This design comes from an exercise in tuning for small area on the open sky130 flow, not from production work. Function was checked by simulation only, so behaviour that the tests miss may differ from the original. Power and IR drop assume default switching activity.

### config.mk
export PLATFORM = sky130hd
export DESIGN_NAME = vga_colorbar
export DESIGN_NICKNAME = vga_colorbar
export VERILOG_FILES = /design/flow/design.v
export SDC_FILE = /design/flow/constraint.sdc
export NUM_CORES = 4
export LEC_CHECK = 0
export CAP_MARGIN = 20
export CORE_MARGIN = 2
export CORE_UTILIZATION = 40
export SLEW_MARGIN = 20
### constraint.sdc
create_clock -name core_clock -period 20.0 [get_ports {sys_clk}]
set_input_delay 4.0000 -clock core_clock [delete_from_list [all_inputs] [get_ports {sys_clk}]]
set_output_delay 4.0000 -clock core_clock [all_outputs]
set_load 0.01 [all_outputs]
### design.v
`timescale 1ns/1ps
module pll(
    input wire sys_clk ,  
    input wire sys_rst_n ,  
    output wire vga_clk  
);
reg clk_25;
always @(posedge sys_clk or negedge sys_rst_n) begin
    if (!sys_rst_n) begin
        clk_25 <= 0;
    end else begin
        clk_25 <= ~clk_25;
    end
end
assign vga_clk = clk_25;
endmodule
`timescale 1ns/1ps
module vga_pic(
    input  wire        vga_clk,
    input  wire        sys_rst_n,
    input  wire        vga_ce,
    input  wire [9:0]  pix_x,
    input  wire [9:0]  pix_y,
    output reg  [15:0] pix_data
);
    localparam BLACK  = 16'h0000;
    localparam WHITE  = 16'hFFFF;
    localparam LETTER_H = 10'd80;
    localparam LETTER_W = 10'd48;
    localparam GAP      = 10'd12;
    localparam STROKE   = 10'd10;
    localparam RADIUS   = 10'd12;
    localparam R_SQ = RADIUS * RADIUS;
    function [19:0] dist_sq;
        input [9:0] x, y;
        input [9:0] cx, cy;
        reg [9:0] dx, dy;
        begin
            dx = (x > cx) ? (x - cx) : (cx - x);
            dy = (y > cy) ? (y - cy) : (cy - y);
            dist_sq = (dx * dx) + (dy * dy);
        end
    endfunction
    localparam TOTAL_WIDTH  = 4*LETTER_W + 3*GAP;
    localparam X_START      = 10'd320 - (TOTAL_WIDTH/2);
    localparam Y_START      = 10'd240 - (LETTER_H/2);
    wire in_m_box = (pix_x >= X_START) && (pix_x < X_START + LETTER_W) && (pix_y >= Y_START) && (pix_y < Y_START + LETTER_H);
    wire in_u_box = (pix_x >= X_START + LETTER_W + GAP) && (pix_x < X_START + 2*LETTER_W + GAP) && (pix_y >= Y_START) && (pix_y < Y_START + LETTER_H);
    wire in_s_box = (pix_x >= X_START + 2*(LETTER_W + GAP)) && (pix_x < X_START + 3*LETTER_W + 2*GAP) && (pix_y >= Y_START) && (pix_y < Y_START + LETTER_H);
    wire in_t_box = (pix_x >= X_START + 3*(LETTER_W + GAP)) && (pix_x < X_START + 4*LETTER_W + 3*GAP) && (pix_y >= Y_START) && (pix_y < Y_START + LETTER_H);
    wire [9:0] m_x_base = X_START;
    wire [9:0] m_x_rel  = pix_x - m_x_base;
    wire [9:0] m_y_rel  = pix_y - Y_START;
    localparam M_MID_X         = LETTER_W / 2;         
    localparam M_HALF_H        = LETTER_H / 2;         
    localparam M_SLOPE_DEN     = M_MID_X - STROKE;     
    localparam M_SLOPE_NUM     = M_HALF_H;             
    localparam M_RIGHT_X_START = LETTER_W - STROKE;    
    wire m_left_bar = (m_x_rel < STROKE);
    wire m_right_bar = (m_x_rel >= M_RIGHT_X_START);
    wire [19:0] m_left_y_target_doubled_den = M_SLOPE_NUM * (m_x_rel - STROKE) * 2;
    wire [19:0] m_y_doubled_den = m_y_rel * M_SLOPE_DEN * 2;
    wire [19:0] m_stroke_adjustment = STROKE * M_SLOPE_DEN;  
    wire m_left_diag_match = 
        (m_y_doubled_den >= m_left_y_target_doubled_den - m_stroke_adjustment) &&
        (m_y_doubled_den <= m_left_y_target_doubled_den + m_stroke_adjustment);
    wire m_left_diag = (m_x_rel >= STROKE) && (m_x_rel < M_MID_X) && m_left_diag_match;
    wire [9:0] m_x_dist_to_end = M_RIGHT_X_START - m_x_rel;  
    wire [19:0] m_right_y_target_doubled_den = M_SLOPE_NUM * m_x_dist_to_end * 2;
    wire m_right_diag_match =
        (m_y_doubled_den >= m_right_y_target_doubled_den - m_stroke_adjustment) &&
        (m_y_doubled_den <= m_right_y_target_doubled_den + m_stroke_adjustment);
    wire m_right_diag = (m_x_rel > M_MID_X) && (m_x_rel < M_RIGHT_X_START) && m_right_diag_match;
    wire m_left_diag_fixed = (m_x_rel >= STROKE) && (m_x_rel <= M_MID_X) && m_left_diag_match;
    wire draw_m = in_m_box && (m_left_bar || m_right_bar || m_left_diag_fixed || m_right_diag);
    wire [9:0] u_x_base = X_START + LETTER_W + GAP;
    wire [9:0] u_x_rel = pix_x - u_x_base;
    wire [9:0] u_y_rel = pix_y - Y_START;
    wire u_left_rect   = (u_x_rel < STROKE);
    wire u_right_rect  = (u_x_rel >= LETTER_W - STROKE);
    wire u_bottom_rect = (u_y_rel >= LETTER_H - STROKE);
    wire u_rect_shape = (u_left_rect || u_right_rect || u_bottom_rect);
    wire u_corner_ld = (u_x_rel < RADIUS) && (u_y_rel >= LETTER_H - RADIUS) && 
                       (dist_sq(u_x_base + u_x_rel, Y_START + u_y_rel, u_x_base + RADIUS, Y_START + LETTER_H - RADIUS) <= R_SQ);
    wire u_corner_rd = (u_x_rel >= LETTER_W - RADIUS) && (u_y_rel >= LETTER_H - RADIUS) && 
                       (dist_sq(u_x_base + u_x_rel, Y_START + u_y_rel, u_x_base + LETTER_W - RADIUS, Y_START + LETTER_H - RADIUS) <= R_SQ);
    wire in_u_corner = u_corner_ld || u_corner_rd;
    wire draw_u = in_u_box && (u_rect_shape || in_u_corner);
    wire [9:0] s_x_base = X_START + 2*(LETTER_W + GAP);
    wire [9:0] s_x_rel = pix_x - s_x_base;
    wire [9:0] s_y_rel = pix_y - Y_START;
    localparam s_y_mid  = LETTER_H/2;
    wire s_top_h = (s_y_rel < STROKE);
    wire s_mid_h = (s_y_rel >= s_y_mid - STROKE/2) && (s_y_rel < s_y_mid + STROKE/2);
    wire s_bot_h = (s_y_rel >= LETTER_H - STROKE);
    wire s_top_v = (s_x_rel < STROKE) && (s_y_rel < s_y_mid);
    wire s_bot_v = (s_x_rel >= LETTER_W - STROKE) && (s_y_rel >= s_y_mid);
    wire s_rect_shape = (s_top_h || s_mid_h || s_bot_h || s_top_v || s_bot_v);
    wire s_corner_lu = (s_x_rel < RADIUS) && (s_y_rel < RADIUS) && 
                       (dist_sq(s_x_base + s_x_rel, Y_START + s_y_rel, s_x_base + RADIUS, Y_START + RADIUS) <= R_SQ);
    wire s_corner_ru = (s_x_rel >= LETTER_W - RADIUS) && (s_y_rel < RADIUS) && 
                       (dist_sq(s_x_base + s_x_rel, Y_START + s_y_rel, s_x_base + LETTER_W - RADIUS, Y_START + RADIUS) <= R_SQ);
    wire s_corner_ld = (s_x_rel < RADIUS) && (s_y_rel >= LETTER_H - RADIUS) && 
                       (dist_sq(s_x_base + s_x_rel, Y_START + s_y_rel, s_x_base + RADIUS, Y_START + LETTER_H - RADIUS) <= R_SQ);
    wire s_corner_rd = (s_x_rel >= LETTER_W - RADIUS) && (s_y_rel >= LETTER_H - RADIUS) && 
                       (dist_sq(s_x_base + s_x_rel, Y_START + s_y_rel, s_x_base + LETTER_W - RADIUS, Y_START + LETTER_H - RADIUS) <= R_SQ);
    wire in_s_corner = s_corner_lu || s_corner_ru || s_corner_ld || s_corner_rd;
    wire draw_s = in_s_box && (s_rect_shape || in_s_corner);
    wire [9:0] t_x_base = X_START + 3*(LETTER_W + GAP);
    wire [9:0] t_x_rel = pix_x - t_x_base;
    wire [9:0] t_y_rel = pix_y - Y_START;
    wire t_top  = (t_y_rel < STROKE);
    wire t_vert = (t_x_rel >= LETTER_W/2 - STROKE/2) && (t_x_rel < LETTER_W/2 + STROKE/2);
    wire t_corner_lu = (t_x_rel < RADIUS) && (t_y_rel < RADIUS) && 
                       (dist_sq(t_x_base + t_x_rel, Y_START + t_y_rel, t_x_base + RADIUS, Y_START + RADIUS) <= R_SQ);
    wire t_corner_ru = (t_x_rel >= LETTER_W - RADIUS) && (t_y_rel < RADIUS) && 
                       (dist_sq(t_x_base + t_x_rel, Y_START + t_y_rel, t_x_base + LETTER_W - RADIUS, Y_START + RADIUS) <= R_SQ);
    wire in_t_corner = t_corner_lu || t_corner_ru;
    wire draw_t = in_t_box && (t_top || t_vert || in_t_corner);
    always @(posedge vga_clk or negedge sys_rst_n) begin
        if (!sys_rst_n) pix_data <= BLACK;
        else if (vga_ce) pix_data <= (draw_m || draw_u || draw_s || draw_t) ? WHITE : BLACK;
    end
endmodule
`timescale 1ns/1ps
module vga_ctrl(
    input  wire        vga_clk,     
    input  wire        sys_rst_n,   
    input  wire        vga_ce,
    input  wire [15:0] pix_data,    
    output wire [9:0]  pix_x,       
    output wire [9:0]  pix_y,       
    output wire        hsync,       
    output wire        vsync,       
    output wire [15:0] rgb          
);
localparam H_SYNC_PULSE  = 10'd96;    
localparam H_BACK_PORCH  = 10'd40;    
localparam H_LEFT_BORDER = 10'd8;     
localparam H_ACTIVE      = 10'd640;   
localparam H_RIGHT_BORDER= 10'd8;     
localparam H_FRONT_PORCH = 10'd8;     
localparam H_TOTAL_CYCLES= 10'd800;   
localparam V_SYNC_PULSE  = 10'd2;     
localparam V_BACK_PORCH  = 10'd25;    
localparam V_TOP_BORDER  = 10'd8;     
localparam V_ACTIVE      = 10'd480;   
localparam V_BOTTOM_BORDER=10'd8;     
localparam V_FRONT_PORCH = 10'd2;     
localparam V_TOTAL_LINES = 10'd525;   
localparam H_SYNC_END   = H_SYNC_PULSE;
localparam H_BP_END     = H_SYNC_END + H_BACK_PORCH;
localparam H_BORDER_END = H_BP_END + H_LEFT_BORDER;
localparam H_ACTIVE_END = H_BORDER_END + H_ACTIVE;
localparam H_FP_START   = H_ACTIVE_END + H_RIGHT_BORDER;
localparam V_SYNC_END   = V_SYNC_PULSE;
localparam V_BP_END     = V_SYNC_END + V_BACK_PORCH;
localparam V_BORDER_END = V_BP_END + V_TOP_BORDER;
localparam V_ACTIVE_END = V_BORDER_END + V_ACTIVE;
localparam V_FP_START   = V_ACTIVE_END + V_BOTTOM_BORDER;
reg [9:0] h_counter;     
reg [9:0] v_counter;     
wire in_h_active_region;   
wire in_v_active_region;   
wire in_active_display;    
wire data_request_region;  
always @(posedge vga_clk or negedge sys_rst_n) begin
    if (!sys_rst_n) begin
        h_counter <= 10'd0;
    end else if (vga_ce) begin
        if (h_counter == H_TOTAL_CYCLES - 1'd1) begin
            h_counter <= 10'd0;  
        end else begin
            h_counter <= h_counter + 1'd1;  
        end
    end
end
always @(posedge vga_clk or negedge sys_rst_n) begin
    if (!sys_rst_n) begin
        v_counter <= 10'd0;
    end else if (vga_ce) begin
        if (h_counter == H_TOTAL_CYCLES - 1'd1) begin
            if (v_counter == V_TOTAL_LINES - 1'd1) begin
                v_counter <= 10'd0;  
            end else begin
                v_counter <= v_counter + 1'd1;  
            end
        end
    end
end
assign hsync = (h_counter < H_SYNC_PULSE) ? 1'b1 : 1'b0;
assign vsync = (v_counter < V_SYNC_PULSE) ? 1'b1 : 1'b0;
assign in_h_active_region = (h_counter >= H_BORDER_END) && 
                           (h_counter < H_ACTIVE_END);
assign in_v_active_region = (v_counter >= V_BORDER_END) && 
                           (v_counter < V_ACTIVE_END);
assign in_active_display = in_h_active_region && in_v_active_region;
assign data_request_region = ((h_counter >= H_BORDER_END - 1'd1) && 
                             (h_counter < H_ACTIVE_END - 1'd1)) &&
                             in_v_active_region;
assign pix_x = data_request_region ? 
              (h_counter - (H_BORDER_END - 1'd1)) : 10'h3FF;
assign pix_y = data_request_region ? 
              (v_counter - V_BORDER_END) : 10'h3FF;
assign rgb = in_active_display ? pix_data : 16'h0000;
endmodule
`timescale 1ns/1ps
module vga_colorbar(
input wire sys_clk ,  
input wire sys_rst_n ,  
output wire hsync ,  
output wire vsync ,  
output wire [15:0] rgb  
);
 wire vga_div ;  
 wire vga_ce ;  
 wire [9:0] pix_x ;  
 wire [9:0] pix_y ;  
 wire [15:0] pix_data;  
 pll pll_inst
 (
 .sys_clk(sys_clk),
 .sys_rst_n(sys_rst_n),
 .vga_clk(vga_div)
 );
 assign vga_ce = ~vga_div;
 vga_pic vga_pic_inst
 (
 .vga_clk (sys_clk ),  
 .sys_rst_n (sys_rst_n ),  
 .vga_ce (vga_ce ),  
 .pix_x (pix_x ),  
 .pix_y (pix_y ),  
 .pix_data (pix_data )  
 );
 vga_ctrl vga_ctrl_inst
 (
 .vga_clk (sys_clk ),  
 .sys_rst_n (sys_rst_n ),  
 .vga_ce (vga_ce ),  
 .pix_data (pix_data ),  
 .pix_x (pix_x ),  
 .pix_y (pix_y ),  
 .hsync (hsync ),  
 .vsync (vsync ),  
 .rgb (rgb )  
 );
 endmodule
### run.sh
#!/bin/bash
# synth_recipe.tcl (not shown) runs the flow's synth.tcl, then flattens the netlist and writes it again
# the make line also repeats each setting of config.mk as NAME=value (left out here)
make -C /OpenROAD-flow-scripts/flow DESIGN_CONFIG=/design/flow/config.mk WORK_HOME=/design/flow/orfs CLKGATE_MAP_FILE= SYNTH_SCRIPT=/design/flow/synth_recipe.tcl finish
==> results of run 1 <==
[registers in the layout, indices dropped and copies added (netlist names)]
name,cells
vga_ctrl_inst.v_counter,10
pll_inst.clk_25,1
vga_pic_inst.pix_data,1
vga_ctrl_inst.h_counter,10
[worst paths after layout]
check,slack (ns),to,cells after the start,start
setup / recovery,3.61,vga_pic_inst.pix_data[14]$_DFFE_PN0N_,55,vga_ctrl_inst.h_counter[1]$_DFFE_PN0N_
hold / removal,0.61,vga_ctrl_inst.h_counter[1]$_DFFE_PN0N_,1,pll_inst.clk_25$_DFF_PN0_
setup reg to reg,3.61,vga_pic_inst.pix_data[14]$_DFFE_PN0N_,55,vga_ctrl_inst.h_counter[1]$_DFFE_PN0N_
hold reg to reg,0.61,vga_ctrl_inst.h_counter[1]$_DFFE_PN0N_,1,pll_inst.clk_25$_DFF_PN0_
max in group asynchronous,15.64,vga_ctrl_inst.v_counter[6]$_DFFE_PN0P_,2,sys_rst_n
min in group asynchronous,4.09,vga_ctrl_inst.v_counter[1]$_DFFE_PN0P_,2,sys_rst_n
[cells in the mapped netlist (69+ instances only)]
library cell and count:
a21o_1 83, a21oi_1 224, clkbuf_1 69, fa_1 465
ha_1 577, inv_1 843, nand2_1 300, nand3_1 80
nor2_1 466, nor3_1 71, o21ai_0 186, xnor2_1 259
xor2_1 101
[metrics by stage]
stage / hold WS, ns / power (W)
4_1_cts: 0.611 / 0.0000989
2_1_floorplan: 0.540 / 0.0000454
3_3_place_gp: 0.605 / 0.0000468
6_report: 0.614 / 0.0000982
3_5_place_dp: 0.595 / 0.0000468
5_1_grt: 0.647 / 0.000101
[area by class of cell]
cell class                      instances  area, sq um
Sequential cell                        22          551
Fill cell                            9383        52800
Antenna cell                            3         7.51
Clock buffer                            4         88.8
Tap cell                             1186         1480
Inverter                              848         3180
Multi-Input combinational cell       3597        32500
Timing Repair Buffer                   96          768
[routing by layer]
metal / vias up / global-route usage (%) / share of wire [%]
met2: 783 / 37.2 / 46
met3: 188 / 1.76 / 4.5
met4: 2 / 7.35 / 3.7
met1: 15100 / 30.0 / 46
li1: 15000 / - / -
met5: - / 0 / 0.011
[logic make-up (layout without fill, tap and decap cells)]
logic type / count (synthesis) / count (layout) / share of synthesized area [%]
DFF: 22 / 22 / 1.50
adders and majority gates: 1042 / 1042 / 44.9
and+or+nand+nor: 1269 / 1269 / 16.5
xor gates and xnor gates: 383 / 383 / 9.71
buffers and inverters: 975 / 948 / 10.4
AOI/OAI and AO/OA: 859 / 859 / 15.7
other: 0 / 3 / 0
muxes: 44 / 44 / 1.30
[power by group]
part           switching (W)  internal, W
registers                  0    0.0000444
logic             0.00000106  0.000000299
clock network      0.0000216    0.0000308
total              0.0000227    0.0000755
==> metrics.md, run 1 <==
| Metric | Value |
|---|---|
| Ys async rst share | `100%` |
| Tot GR Track Use | `22.1%` |
| Ys Warns | `3` |
| Post-DP Area | `38500 sq um` |
| Cell taking the most area after synthesis | `fa_1` |
| Crit-path slowest cell | `xnor2_1` |
| Seq/Total Area, Yosys | `1.50%` |
| CP max FO | `20` |
| Wire per inst | `18.0 um` |
| Worst VDD drop | `25.5 uV` |
| Slew headroom | `26.1%` |
| Initial antenna violation count | `3` |
| Core Area | `91400 sq um` |
| Most common cell after layout, fill and taps aside | `inv_1` |
| Slack of the critical path | `3.61 ns` |
| Final hold viol count | `0` |
| Final worst path period need | `16.39 ns` |
| CTS Hold Bufs | `0` |
| Worst slack, placed | `3.70 ns` |
| IO Count | `20` |
| Crit path largest cell delay | `0.67 ns` |
| DRC Markers | `0` |
| Share of cells above drive strength 1 | `5.63%` |
| Cts bufs inserted | `3` |
| Fin. max-slew vios | `0` |
| Status | `finished clean` |
| Clk latency of the worst-skew pair | `0.28 ns` |
| Pleak | `19.3 nW` |
| Util after Layout | `42.2%` |
| Area growth syn-to-layout | `4.87%` |
| Area share of the largest cell type after synthesis | `25.3%` |
| Final GP Congestion | `0.958` |
| Distinct cells, synth | `119` |
| Largest net degree at the start of global routing | `38` |
| Setup bufs post-CTS | `0` |
| Synth Cell Area | `36800 sq um` |
| Std-Cell Rows | `111` |
| Chip height | `307 um` |
| Non-filler cells, final | `5756` |
| Pwr dens | `2.55 nW/um^2` |
| Number of global-route vias before repair | `31.4k` |
| Max-cap violations | `0` |
| First-pass GRT wire length | `167000 um` |
| Via count | `31.1k` |
| Initial DRC count | `1963` |
| Worst Max-Slew Pin Slew | `1.10 ns` |
| Setup Skew | `0.00742 ns` |
| CTS tree | `built` |
| Number of synthesized register bits | `22` |
| Starting Density | `40.2%` |
| Die Area | `94400 sq um` |
| Most frequent cells in the layout | `inv_1, ha_1, fa_1` |
| Syn Nets | `5638` |
| CTS root buf | `clkbuf_16` |
| Cts repair resizes | `0` |
| Final setup viols | `0` |
| Syn Area/Cell | `8.00 sq um` |
| Max Fclk | `61.0 MHz` |
| Die width | `307 um` |
| Startpoint Class | `flip-flop` |
| CTS H-Tree Depth | `1` |
| Total gr overflow | `0` |
| Final Instance Area | `38600 sq um` |
| Min-delay worst type | `reg -> reg` |
| Clk buf depth | `2` |
| Arr. time, crit path | `16.53 ns` |
| Synth Instances | `4594` |
| Count of flip-flops with a built-in enable after synthesis | `0` |
| DPL Wire Length | `87100 um` |
| Number of nets with antenna violations after routing | `0` |
| Worst path required time | `20.14 ns` |
| Clock slew seen by the registers of the worst setup and hold paths | `0.07 ns` |
| 1st-pass router iterations | `6` |
| Routed vias/inst | `5.41` |
| Final Cycle Share | `81.9%` |
| Endpoint type of the worst setup path | `flip-flop` |
| CP delay by family, top | `adder cells` |
| Synth area leaders | `fa_1, ha_1, inv_1, xnor2_1, nor2_1` |
| Placed Instances | `5749` |
| CP Buf/Inv Count | `8` |
| Primary FF master, synth | `dfrtp_1` |
| RSZ-0062 raised after global routing | `false` |
| Final nets | `5612` |
| Sink Count | `22` |
| Drt total wl | `103000 um` |
| WS Path Type | `reg -> reg` |
| Setup TNS | `0 ns` |
| Port-buffer cells | `19` |
==> run 2: changes to the inputs <==
==> design.v (replaced) <==
`timescale 1ns/1ps
module vga_colorbar(
    input  wire        sys_clk,
    input  wire        sys_rst_n,
    output wire        hsync,
    output wire        vsync,
    output wire [15:0] rgb
);
reg        e;       
reg [5:0]  lo;
reg [3:0]  seg;
reg [9:0]  cv;
wire lo_end   = e & lo[5] & lo[4] & lo[3] & lo[1] & lo[0];        
wire line_end = e & (&seg) & lo[4] & lo[3] & lo[2] & lo[0];      
always @(posedge sys_clk or negedge sys_rst_n) begin
    if (!sys_rst_n) begin
        e   <= 1'b1;
        lo  <= 6'd10;
        seg <= 4'd2;
    end else begin
        e <= ~e;
        if (line_end) begin
            lo  <= 6'd10;
            seg <= 4'd2;
        end else if (lo_end) begin
            lo  <= 6'd0;
            seg <= seg + 1'b1;
        end else if (e) begin
            lo  <= lo + 1'b1;
        end
    end
end
wire frame_end = cv[9] & cv[5] & cv[0];    
always @(posedge sys_clk or negedge sys_rst_n) begin
    if (!sys_rst_n)
        cv <= 10'd21;
    else if (line_end)
        cv <= frame_end ? 10'd21 : cv + 1'b1;
end
assign hsync = (seg == 4'd2) | ((seg == 4'd3) & (lo < 6'd46));
assign vsync = (cv == 10'd21) | (cv == 10'd22);
wire [6:0] y = cv[6:0];
wire band = (cv[9:7] == 3'b010) & (y < 7'd80);
wire in_letter = band & (seg[3:2] == 2'b10) & (lo < 6'd48);
wire [5:0] d = (lo <= 6'd24) ? lo : (6'd48 - lo);
reg diag;
always @(*) begin
    case (d)
        6'd12: diag = (y >= 7'd1)  & (y <= 7'd10);
        6'd13: diag = (y >= 7'd4)  & (y <= 7'd13);
        6'd14: diag = (y >= 7'd7)  & (y <= 7'd16);
        6'd15: diag = (y >= 7'd10) & (y <= 7'd19);
        6'd16: diag = (y >= 7'd13) & (y <= 7'd22);
        6'd17: diag = (y >= 7'd15) & (y <= 7'd25);
        6'd18: diag = (y >= 7'd18) & (y <= 7'd27);
        6'd19: diag = (y >= 7'd21) & (y <= 7'd30);
        6'd20: diag = (y >= 7'd24) & (y <= 7'd33);
        6'd21: diag = (y >= 7'd27) & (y <= 7'd36);
        6'd22: diag = (y >= 7'd30) & (y <= 7'd39);
        6'd23: diag = (y >= 7'd33) & (y <= 7'd42);
        6'd24: diag = (y >= 7'd35) & (y <= 7'd45);
        default: diag = 1'b0;
    endcase
end
wire bars   = (lo < 6'd10) | (lo >= 6'd38);
wire ear    = (lo < 6'd12) | (lo >= 6'd36);
wire ear1   = (lo >= 6'd1) & (lo < 6'd12) | (lo >= 6'd36);
wire draw_m = bars | diag;
wire draw_u = bars | (y >= 7'd70) | ((y >= 7'd68) & ear);
wire draw_s = (y < 7'd10) | ((y >= 7'd35) & (y < 7'd45)) | (y >= 7'd70)
            | ((lo < 6'd10) & (y < 7'd40)) | ((lo >= 6'd38) & (y >= 7'd40))
            | (((y == 7'd10) | (y == 7'd11) | (y == 7'd68)) & ear)
            | ((y == 7'd69) & ear1);
wire draw_t = (y < 7'd10) | ((lo >= 6'd19) & (lo < 6'd29))
            | (((y == 7'd10) | (y == 7'd11)) & ear1);
reg draw;
always @(*) begin
    case (seg[1:0])
        2'd0: draw = draw_m;
        2'd1: draw = draw_u;
        2'd2: draw = draw_s;
        default: draw = draw_t;
    endcase
end
assign rgb = {16{in_letter & draw}};
endmodule
==> run 2 against run 1 <==
  * Global-route usage is 2.5 points lower
  * Sequential share of layout area is 20 points higher
  * Routed wire length is 94% lower
==> metrics.md, run 2 <==
| Metric | Value |
|---|---|
| Slew headroom | `37.6%` |
| Number of nets with antenna violations after routing | `0` |
| Max Fclk | `126 MHz` |
| Final worst path period need | `7.92 ns` |
| Pwr dens | `28.8 nW/um^2` |
| Setup Skew | `0.00275 ns` |
| Initial DRC count | `282` |
| Worst Max-Slew Pin Slew | `0.932 ns` |
| Std-Cell Rows | `28` |
| Cts repair resizes | `0` |
| DRC Markers | `0` |
| Synth Cell Area | `2380 sq um` |
| RSZ-0062 raised after global routing | `false` |
| Most frequent cells in the layout | `nand2_1, a21oi_1, nor2_1` |
| CP cell instances | `inv_1 -> ha_1 -> o21bai_1 -> xor2_1 -> a211oi_1 -> o2111ai_1 -> a21oi_1 -> o41ai_2 -> a31oi_2 -> clkdlybuf4s50_1` |
| Min-delay worst type | `reg -> reg` |
| Post-synthesis compound-gate area fraction | `31.4%` |
| 1st-pass router iterations | `4` |
| Final nets | `312` |
| Status | `finished clean` |
| Non-filler cells, final | `371` |
| Final GP Congestion | `0.972` |
| Primary FF master, synth | `dfrtp_1` |
| N_diodes | `0` |
| Ys async rst share | `100%` |
| Area growth syn-to-layout | `4.95%` |
| Largest family of logic cells by synthesized area | `compound AO/OA/AOI/OAI gates` |
| Clock slew seen by the registers of the worst setup and hold paths | `0.08 ns` |
| Clk buf depth | `2` |
| CTS tree | `built` |
| Core Area | `5820 sq um` |
| Tot GR Track Use | `19.6%` |
| Startpoint Class | `flip-flop` |
| Reg2Reg Launch Point | `lo[3]$_DFFE_PN1P_` |
| Most common cell after layout, fill and taps aside | `nand2_1` |
| Synth Area in XOR/XNOR | `2.21%` |
| Post-DP Area | `2440 sq um` |
| CTS Hold Bufs | `0` |
| Seq/Total Area, Yosys | `22.5%` |
| Top-count cell post-synth | `nand2_1` |
| Port-buffer cells | `19` |
| Area share of the largest cell type after synthesis | `14.7%` |
| Cts bufs inserted | `3` |
| WHS | `0.522 ns` |
| Worst VDD drop | `33.2 uV` |
| Cell taking the most area after synthesis | `dfrtp_1` |
| Count of flip-flops with a built-in enable after synthesis | `0` |
| Placed Instances | `367` |
| Final hold viol count | `0` |
| Die width | `81.1 um` |
| Largest regs | `cv: 10 flops, lo: 6 flops, seg: 4 flops` |
| Crit Reg-Reg Endpoint | `lo[3]$_DFFE_PN1P_` |
| CP Buf/Inv Count | `2` |
| Wire per inst | `16.6 um` |
| Synth area leaders | `dfrtp_1, dfstp_2, ha_1, buf_4, a21oi_1` |
| CTS root buf | `clkbuf_8` |
| Final setup viols | `0` |
| Worst Hold Launch | `cv[7]$_DFFE_PN0P_` |
| Mux share of post-synthesis cell area | `0%` |
| Sink Count | `21` |
| Register-to-Register Path Depth | `5` |
| Arr. time, crit path | `3.92 ns` |
| # fillers | `613` |
| Via count | `2336` |
| Crit path largest cell delay | `0.69 ns` |
| Ys Warns | `1` |
| Syn Area/Cell | `7.60 sq um` |
| Reg2reg setup slack | `17.85 ns` |
| Endpoint type of the worst setup path | `output port` |
| Max FFs per register | `10` |
| Simple-gate share of the synthesized area | `25.5%` |
| Starting Density | `40.9%` |
| Final Instance Area | `2490 sq um` |
| Initial antenna violation count | `0` |
| Worst path required time | `16.00 ns` |
| Largest net degree at the start of global routing | `25` |
| Fin. max-slew vios | `0` |
| WS Path Type | `reg -> out` |
| Setup TNS | `0 ns` |
| Endpoint, Worst Hold | `cv[7]$_DFFE_PN0P_` |
| Die Area | `6580 sq um` |
| Chip height | `81.1 um` |
| CP delay by family, top | `compound AO/OA/AOI/OAI gates` |
| Setup bufs post-CTS | `0` |
| Number of synthesized register bits | `21` |
| Pleak | `0.917 nW` |
| Adder-cell share of the synthesized area | `6.84%` |
| Routed vias/inst | `6.30` |
| First-pass GRT wire length | `10100 um` |
| Drt total wl | `6170 um` |
| IO Count | `20` |
| Clk latency of the worst-skew pair | `0.26 ns` |
| Share of cells above drive strength 1 | `9.12%` |
| Syn Nets | `328` |
| Max-cap violations | `0` |
| Top reg by flops | `cv` |
| CTS H-Tree Depth | `1` |
| Crit-path slowest cell | `dfrtp_1` |
| Distinct cells, synth | `71` |
| Total gr overflow | `0` |
| Most frequent cells after synthesis | `nand2_1, a21oi_1, nor2_1` |
| DPL Wire Length | `4410 um` |
| CP max FO | `16` |
| Final Cycle Share | `39.6%` |
| Number of global-route vias before repair | `1977` |
| Worst hold path depth | `1` |
| Synth Instances | `313` |
[run 2: cell types whose count changed after synthesis, sizes merged, moves of 176 or more]
cell	delta
xnor2	-270
nor2	-449
nand2	-281
ha	-564
a21oi	-208
o21ai	-176
inv	-832
fa	-465
[run 2: kinds of logic (layout without fill, tap and decap cells)]
group,after synthesis,in the layout
AOI/OAI and AO/OA,106,106
xor gates and xnor gates,6,6
adders and majority gates,13,13
buffers and inverters,54,37
DFF,21,21
and+or+nand+nor,113,113
[run 2: how the worst max path moves through the flow]
stage                      startpoint  endpoint  cells past startpoint
finish              lo[0]$_DFFE_PN0P_    rgb[8]                     10
global route        lo[0]$_DFFE_PN0P_    rgb[7]                     10
CTS                 lo[0]$_DFFE_PN0P_    rgb[8]                      9
detailed placement  lo[0]$_DFFE_PN0P_    rgb[8]                      9
global placement    lo[0]$_DFFE_PN0P_    rgb[8]                     10
floorplan           lo[0]$_DFFE_PN0P_   rgb[10]                     11
[run 2: final cells by class]
class	instances	area, sq um	area share (%)
Multi-Input combinational cell	238	1570	63.1
Inverter	13	48.8	1.96
Sequential cell	21	534	21.4
Tap cell	75	93.8	3.76
Clock inverter	1	5.00	0.201
Clock buffer	3	41.3	1.65
Timing Repair Buffer	20	198	7.92
[run 2: worst register-to-register path: cells and delay by family (launching register included)]
family          cells  cell delay, ns
simple gates        3            0.86
flops               1            0.76
compound gates      2            0.48
[run 2: routing by layer]
metal  up-vias  track usage [%]  part of all wire [%]  wire, um
li1       1113                -                     -         -
met1      1116             29.7                    48      2960
met2        97             28.3                    44      2710
met3        10             1.56                   6.2       382
met4         0             8.31                   2.0       121
met5         -                0                     0         0
[run 2: stage by stage]
| step | power (W) | setup WS, ns | util, % |
|---|---|---|---|
| 2_1_floorplan | 0.0000433 | 12.95 | - |
| 3_3_place_gp | 0.0000443 | 12.22 | 42.0 |
| 3_5_place_dp | 0.0000443 | 12.09 | 42.0 |
| 4_1_cts | 0.0000732 | 11.81 | 42.8 |
| 5_1_grt | 0.0000756 | 11.75 | 42.9 |
| 6_report | 0.0000719 | 12.08 | 42.9 |
[run 2: power breakdown]
part	leakage, nW	internal, W	switching [W]
clock	0.0255	0.0000139	0.0000146
combinational	0.629	0.000000171	0.000000791
sequential	0.263	0.0000425	0

-- separate check: timing with driven ports --
The flow's constraints put no driver on any port. The routed layouts listed below were extracted and timed again, unchanged, in two steps.
Step 1 (the two cells are an assumption about what drives the block):
set clk [get_ports {sys_clk}]
set_driving_cell -lib_cell sky130_fd_sc_hd__clkbuf_16 $clk
set_driving_cell -lib_cell sky130_fd_sc_hd__buf_2 [delete_from_list [all_inputs] $clk]
Step 2 adds t to the input delays and takes it off the output delays; t is the mean of the earliest and latest rising clock arrival at the registers after step 1. Input paths then give back, and output paths get back, about the clock's delay inside the block.
Three values: ideal, step 1, step 2; two values: the first two.
run	t, ns	setup WS [ns]	clock arrival spread, ns
run 1	0.315	3.611 / 3.611 / 3.611	0.007 / 0.007
run 2	0.289	12.080 / 12.053 / 12.342	0.003 / 0.003
After both steps every run listed still meets setup and hold.
